Context: an optimization exercise on an open-source flow, tuned for small area, a short achievable clock period and few clock cycles. The choices shown serve that exercise and are no tape-out recipe. No run shown here included a check of the RTL's function; only the layout flow was run. No activity file was given, so power comes from the tool's default toggle rates.

## flow/design.v (module list and top-level ports; edited modules follow where they fit)
// module milestone1: 1341 lines
// module fa_cell: 10 lines
// module ha_cell: 9 lines
module milestone1 (
	input  logic        CLOCK_50_I,
	input  logic        resetn,
	input  logic        ena,
	output logic        done,
	output logic [17:0] SRAM_address,
	output logic [15:0] SRAM_write_data,
	output logic        SRAM_we_n,
	input  logic [15:0] SRAM_read_data
);
  // ...
==> flow/run.sh <==
#!/bin/bash
# synth_recipe.tcl (not shown) runs the flow's synth.tcl, then flattens the netlist and writes it again
# the make line also repeats each setting of config.mk as NAME=value (left out here)
make -C /OpenROAD-flow-scripts/flow DESIGN_CONFIG=/design/flow/config.mk WORK_HOME=/design/flow/orfs CLKGATE_MAP_FILE= SYNTH_SCRIPT=/design/flow/synth_recipe.tcl finish
==> flow/config.mk <==
export PLATFORM = sky130hd
export DESIGN_NAME = milestone1
export DESIGN_NICKNAME = milestone1
export VERILOG_FILES = /design/flow/design.v
export SDC_FILE = /design/flow/constraint.sdc
export NUM_CORES = 4
export LEC_CHECK = 0
export CAP_MARGIN = 20
export CORE_MARGIN = 2
export CORE_UTILIZATION = 40
export SLEW_MARGIN = 20
export SYNTH_HIERARCHICAL = 1
export SYNTH_MINIMUM_KEEP_SIZE = 0
==> flow/constraint.sdc <==
create_clock -name core_clock -period 12.0 [get_ports {CLOCK_50_I}]
set_input_delay 2.4000 -clock core_clock [delete_from_list [all_inputs] [get_ports {CLOCK_50_I}]]
set_output_delay 2.4000 -clock core_clock [all_outputs]
set_load 0.01 [all_outputs]
==> results.py, run 1 <==
metrics = {
    "cts": {
        "cts_tree": "done",
        "hold_buffers": 0,
        "insertion_delay_ns": 0.56,
        "cts_buffers": 42,
        "ctsResizeCount": 0,
    },
    "floorplanning": {
        "start_util_pct": 40.5,
    },
    "run_status": {
        "status": "timing/DRC/antenna clean",
    },
    "power_and_ir_drop": {
        "p_comb_mw": 4.15,
        "p_sw_mw": 3.08,
    },
    "cells_and_area": {
        "inv_count": 200,
        "fin_nets": 2410,
        "dominant-cell-class": "multi-input combinational cells",
    },
    "worst_setup_path": {
        "crit_end": "fa[7]",
        "crit_cells": 15,
        "critical_path.most_common_cell": "a21oi_1",
    },
    "yosys": {
        "syn_nets": 2349,
        "synth_commonest_cells": "fa_1, ha_1, inv_1",
        "synth-compound-area-share_pct": 8.35,
        "synth_area_leaders": "fa_1, edfxtp_1, dfxtp_1, ha_1, dfrtp_1",
        "muxShareOfSynthArea_pct": 2.26,
    },
    "timing": {
        "drv_slew": 0,
    },
    "global_routing": {
        "track_usage_pct": 18.2,
    },
    "drt": {
        "drc": 0,
        "totalWireLength_um": 50900,
        "drt_iter0_drc": 804,
        "vias": 13890,
        "viasPerCell": 5.09,
    },
}
==> run 2, diff against run 1 <==
--- a/flow/design.v
+++ b/flow/design.v
@@ -3,30 +3,34 @@
 	input  logic        resetn,
 	input  logic        ena,
 	output logic        done,
 	output logic [17:0] SRAM_address,
 	output logic [15:0] SRAM_write_data,
 	output logic        SRAM_we_n,
 	input  logic [15:0] SRAM_read_data
 );
+logic        ena_q;        
+logic        we;           
 logic        run;          
 logic        wen;          
 logic [9:0]  ph;           
 logic [15:0] n;            
 logic [6:0]  q;            
 logic        q0, q1, q2;   
 logic [16:0] waddr;        
 logic start, act, finish;
-assign start  = ena & ~run & ~done;
+assign start  = ena_q & ~run & ~done;
 assign act    = run | start;
 assign finish = run & ph[9] & (n == 16'd19200);
+assign SRAM_we_n = ~we;
 logic k157, k159, k1;      
 logic k158, k0;            
 logic sh;                  
+logic fresh;               
 logic wsel_rg, wsel_br;    
 logic [7:0]  sr [0:11];    
 logic [7:0]  pend_u, pend_v;
 logic [8:0]  fa, fb, fc;   
 logic [8:0]  ureg;         
 logic [7:0]  ylo;          
 logic [7:0]  cy;           
 logic [8:0]  cu, cv;       
@@ -34,19 +38,20 @@
 logic [7:0] ins;           
 logic [7:0] win [0:10];
 assign ins = (ph[2] | ph[3]) ? SRAM_read_data[15:8] : ph[8] ? pend_u : pend_v;
 always_comb begin
 	win[0] = ins;
 	for (int i = 1; i < 11; i++)
 		win[i] = sr[i-1];
 end
-logic [7:0] t0, t1, t2, t3, t4, t5;
+logic [7:0] t0, t1, t2, t3, t4, t5, t5_old;
 always_comb begin
-	t5 = k157 ? win[2] : k158 ? win[4] : k159 ? win[6] : win[0];
+	t5_old = k157 ? win[2] : k158 ? win[4] : k159 ? win[6] : ph[8] ? pend_u : pend_v;
+	t5 = fresh ? SRAM_read_data[15:8] : t5_old;
 	t4 = k158 ? win[4] : k159 ? win[6] : win[2];
 	t3 = k159 ? win[6] : win[4];
 	t2 = win[6];
 	t1 = k0 ? win[6] : win[8];
 	t0 = k0 ? win[6] : k1 ? win[8] : win[10];
 end
 logic fs1;
 logic fc2;
@@ -1158,47 +1163,52 @@
 		done      <= 1'b0;
 		ph        <= 10'b1000000000;
 		n         <= 16'hFFFE;
 		q         <= 7'd79;
 		q0        <= 1'b0;
 		q1        <= 1'b0;
 		q2        <= 1'b0;
 		waddr     <= 17'h03E00;
-		SRAM_we_n <= 1'b1;
-	end else if (act) begin
+		we        <= 1'b0;
+		ena_q     <= 1'b0;
+	end else begin
+		ena_q <= ena;
+		if (act) begin
 		ph <= {ph[8:0], ph[9]};
 		if (start)
 			run <= 1'b1;
 		if (ph[9]) begin
 			q  <= (q == 7'd79) ? 7'd0 : q + 7'd1;
 			q0 <= (q == 7'd79);
 			q1 <= q0;
 			q2 <= q1;
 		end
 		if (ph[4])
 			n <= n + 16'd1;
 		if (ph[9] & ~n[15])
 			wen <= 1'b1;
-		SRAM_we_n <= ~(wen & (ph[2] | ph[3] | ph[4] | ph[6] | ph[7] | ph[8]));
+		we <= wen & (ph[2] | ph[3] | ph[4] | ph[6] | ph[7] | ph[8]);
 		if (wen & (ph[2] | ph[3] | ph[4] | ph[6] | ph[7] | ph[8]))
 			waddr <= waddr + 17'd1;
 		if (finish) begin
 			run  <= 1'b0;
 			done <= 1'b1;
 		end
+		end
 	end
 end
 always_ff @(posedge CLOCK_50_I) begin
 	k157    <= (ph[1] | ph[2]) & q0;
 	k159    <= (ph[1] | ph[2]) & q1;
 	k1      <= (ph[1] | ph[2]) & q2;
 	k158    <= (ph[7] | ph[8]) & q0;
 	k0      <= (ph[7] | ph[8]) & q1;
 	sh      <= run & (ph[1] | ph[2] | ph[7] | ph[8]);
+	fresh   <= (ph[1] | ph[2]) & ~q0 & ~q1;
 	wsel_rg <= ph[5] | ph[1];
 	wsel_br <= ph[6] | ph[2];
 	if (ph[9])
 		SRAM_address <= 18'd38402 + {{2{n[15]}}, n};
 	else if (ph[0])
 		SRAM_address <= 18'd57602 + {{2{n[15]}}, n};
 	else if (ph[1])
 		SRAM_address <= {1'b0, n, 1'b1};
==> flow/flow/run.sh (new file) <==
#!/bin/bash
# Layout flow: the standard layout (standard.sh, with config.mk's settings),
# asking its timing repairs for a larger setup margin so that they also speed up
# paths that already meet the 12 ns clock.  make's output goes to flow.log; each
# ORFS step keeps its own log under orfs/logs/.
set -euo pipefail
bash standard.sh SETUP_SLACK_MARGIN=8.7 finish > flow.log 2>&1
==> flow/standard.sh (new file) <==
#!/bin/bash
# synth_recipe.tcl (not shown) runs the flow's synth.tcl, then flattens the netlist and writes it again
# the make line also repeats each setting of config.mk as NAME=value (left out here)
make -C /OpenROAD-flow-scripts/flow DESIGN_CONFIG=/design/flow/config.mk WORK_HOME=/design/flow/orfs CLKGATE_MAP_FILE= SYNTH_SCRIPT=/design/flow/synth_recipe.tcl "${@:-finish}"
==> flow/config.mk (replaced) <==
export PLATFORM = sky130hd
export DESIGN_NAME = milestone1
export DESIGN_NICKNAME = milestone1
export VERILOG_FILES = /design/flow/design.v
export SDC_FILE = /design/flow/constraint.sdc
export NUM_CORES = 4
export LEC_CHECK = 0
export CAP_MARGIN = 20
export CORE_MARGIN = 2
export CORE_UTILIZATION = 60
export CTS_CLUSTER_DIAMETER = 100
export CTS_CLUSTER_SIZE = 25
export PLACE_DENSITY = 0.7
export SLEW_MARGIN = 20
export SYNTH_HIERARCHICAL = 1
export SYNTH_MINIMUM_KEEP_SIZE = 0
removed: flow/run.sh
==> run 2 against run 1 <==
  * Still clean on timing, DRC and antenna
  * Hold slack improved by 0.0082 ns
  * Total power fell by 73%
  * First-iteration DRC count rose by 8.6%
  * Final area barely moved
  * Sequential share of layout area rose by 0.21 points
  * Synthesized cell count rose by 0.90%
  * Wire length rose by 2.7%
  * Highest routed layer unchanged
==> results.py, run 2 <==
metrics = {
    "cells_and_area": {
        "stdcell_count": 2571,
        "layout_top_registers": "sr: 80 flops, SRAM_address: 18 flops, waddr: 17 flops",
        "largest_register": "sr",
        "drive_gt1_share_pct": 15.5,
        "area_growth_pct": 11.3,
        "mostFrequentLayoutCells": "fa_1, ha_1, inv_1",
        "largest_reg_flops": 80,
        "antenna_cells": 0,
        "final_common_cell": "fa_1",
        "fin_nets": 2511,
        "fin_util_pct": 67.4,
    },
    "floorplanning": {
        "die-area_um2": 39300,
        "pin_count": 55,
        "core_um2": 37400,
        "start_util_pct": 60.6,
        "die_h_um": 198,
        "rows": 71,
        "die_w_um": 198,
    },
    "worst_setup_path": {
        "crit_required_ns": 12.45,
        "setup.worst_path.class": "input port to flop",
        "crit_chain": "buf_8, nand2_4, o21ai_2, ha_2, fa_2, a21oi_2, nor2_1, nor2_1, o21bai_1, a21oi_2, nor2b_1, o21ai_1, nand2b_1",
        "rr_endpoint": "gb_q[6]",
        "crit_path_top_delay_cell": "fa_2",
        "reg2reg_slack_ns": 8.68,
        "cp.arrival_ns": 3.99,
        "r2r-start": "cy[3]",
        "slowest_delay_ns": 0.35,
        "critPathLaunchType": "input port",
        "ff2ff_path_depth": 8,
        "critPathMaxFanout": 2,
        "endpoint_kind": "flop",
    },
    "timing": {
        "finalHoldViolations": 0,
        "setup_viol": 0,
        "fin_crit_sh_pct": 29.5,
        "max_freq_mhz": 283,
        "drv_slew": 0,
        "worst_slack_ns": 8.46,
        "min_period_ns": 3.54,
        "maxSlewHeadroom_pct": 30.5,
        "rsz0062_at_grt": "yes",
        "finClkSkew_ns": 0.0190,
        "setup-tns-final_ns": 0,
        "worstMarginPinSlew_ns": 1.04,
    },
    "yosys": {
        "yosysUniqueCellTypes": 70,
        "ys_seq_elements": 371,
        "synth.largest_area_cell": "fa_1",
        "synth_commonest_cells": "fa_1, ha_1, inv_1",
        "yosysSeqAreaShare_pct": 40.7,
        "synth.avg_cell_area_um2": 11.9,
        "ys_warn_count": 9,
        "synth_edf_count": 147,
        "post-synth-top-count-cell": "fa_1",
        "syn_nets": 2366,
        "synthArstFlopShare_pct": 15.6,
        "synthFlopType": "dfxtp_1",
        "synthesis.instances": 1903,
        "synth_area_leaders": "fa_1, edfxtp_1, dfxtp_1, ha_1, dfrtp_1",
        "netlist_area_um2": 22700,
        "yosys.area.top_type_share_pct": 20.9,
    },
    "global_routing": {
        "grt_pass1_vias": 15216,
        "track_usage_pct": 27.4,
        "grt_max_degree": 81,
        "overflow": 0,
        "grt_pass1_wl_um": 81700,
        "antenna_found_initial": 0,
    },
    "run_status": {
        "status": "timing/DRC/antenna clean",
    },
    "power_and_ir_drop": {
        "vdd_drop_max_v": 0.000104,
        "power.density_nw_per_um2": 80.6,
        "power.leakage_nw": 10.6,
        "finalPower_mw": 2.03,
    },
    "drt": {
        "wl_per_cell_um": 20.3,
        "first_pass_iters": 5,
        "drc": 0,
        "ant_nets": 0,
        "drt_iter0_drc": 873,
        "viasPerCell": 5.62,
        "totalWireLength_um": 52200,
        "vias": 14453,
    },
    "placement": {
        "dp.cells": 2431,
        "portBuffers": 54,
        "gp_congestion": 0.916,
        "place_hpwl_um": 39300,
        "dp_worst_setup_slack_ns": 7.43,
    },
    "cts": {
        "insertion_delay_ns": 0.55,
        "clk_pin_slew_ns": 0.10,
        "hold_buffers": 0,
        "cts.sinks": 371,
        "root_buffer": "clkbuf_16",
        "cts_buffers": 19,
        "clockBufferDepth": 3,
        "cts_tree": "done",
        "h-tree-depth": 1,
    },
    "worst_hold_path": {
        "min_from": "sr[4][2]",
        "hold_path_end": "sr[5][2]",
        "hold_path_depth": 0,
        "hp-class": "flop to flop",
    },
    "flow_run": {
        "cap_violations": 0,
    },
}
==> run 2: what timing repair did <==
item	4_1_cts	5_1_grt
setup endpoints to repair	69	57
pin swaps	19	27
buffers inserted	79	28
resized for setup	188	39
==> run 2: cells by family (layout without fill, tap and decap cells) <==
| logic type | count (synthesis) | count (layout) | synth area share (%) |
|---|---|---|---|
| AOI/OAI and AO/OA | 300 | 300 | 8.19 |
| xor gates and xnor gates | 91 | 91 | 3.60 |
| adders and majority gates | 444 | 444 | 32.3 |
| buffers and inverters | 243 | 400 | 4.06 |
| DFF | 371 | 371 | 40.7 |
| muxes | 75 | 75 | 3.54 |
| and+or+nand+nor | 379 | 379 | 7.56 |
==> run 2: layout make-up <==
type	count	area, um^2
multi-input combinational	1289	12700
fill	2806	12200
sequential	371	9240
timing repair buffer	167	1300
inverter	200	805
tap	511	639
clock buffer	29	513
clock inverter	4	45.0
==> run 2: power by group <==
group	switching, mW	internal, mW	leakage (nW)	total, mW
clock network	0.411	0.306	0.268	0.718
logic	0.00611	0.00514	6.88	0.0113
registers	0.000109	1.30	3.42	1.30
total	0.418	1.61	10.6	2.03
==> run 2: through the flow <==
step	area (um^2)	hold WS, ns
final	25200	0.424
after floorplan	22700	0.400
after global placement	23800	0.401
after CTS	24800	0.423
after detailed placement	23800	0.405
after global routing	25200	0.436
==> run 2: worst max path at each step <==
stage / to / start / cells after the start / slack (ns)
after CTS: fa[8] / SRAM_read_data[8] / 13 / 8.45
after floorplan: fa[8] / SRAM_read_data[8] / 12 / 8.11
after global placement: fa[8] / SRAM_read_data[8] / 13 / 7.48
final: fa[8] / SRAM_read_data[8] / 13 / 8.46
after global routing: fa[8] / SRAM_read_data[11] / 12 / 8.35
after detailed placement: fa[8] / SRAM_read_data[8] / 13 / 7.43
==> run 2: critical path, delay by kind of cell <==
kind            cells  cell delay (ns)
simple gates        5             0.36
fa+ha+maj           2             0.57
buf+inv             1             0.10
compound gates      5             0.56
==> run 2: metal layers <==
layer  GRT usage, %  wire (um)  up-vias
met5              0          0        -
met4           12.3       2780        0
met3           3.25       2300      134
met2           46.6      25500      398
met1           35.5      21600     7177
li1               -          -     6744
==> run 2: modules after synthesis (local to each module, per instance) <==
module | cells | copies in the design
fa_cell | 1 | 231
ha_cell | 1 | 46
milestone1 | 1626 | 1

[what the ideal ports hide]
No port has a modelled driver above. Below, the same layouts with a new extraction and two added sets of constraints. Step 1 (the two cells are an assumption about what drives the block):
set clk [get_ports {CLOCK_50_I}]
set_driving_cell -lib_cell sky130_fd_sc_hd__clkbuf_16 $clk
set_driving_cell -lib_cell sky130_fd_sc_hd__buf_2 [delete_from_list [all_inputs] $clk]
Step 2 adds t to the input delays and takes it off the output delays; t is the mean of the earliest and latest rising clock arrival at the registers after step 1. Input paths then give back, and output paths get back, about the clock's delay inside the block. Three values: ideal ports, drivers, drivers and shift; two values: the first two.
run | t, ns | setup slack, ns | hold WS [ns] | latest minus earliest clock arrival (ns) | cell pins on the clock port's net
run 1 | 0.609 | 7.494 / 7.525 / 6.915 | 0.416 / 0.416 / 0.416 | 0.019 / 0.019 | 1
run 2 | 0.595 | 8.461 / 8.429 / 7.879 | 0.424 / 0.424 / 0.424 | 0.027 / 0.027 | 1
After both steps every run listed still meets setup and hold. For run 2, which loses most, drivers alone change the setup slack by -0.032 ns; drivers and shift together by -0.582 ns.
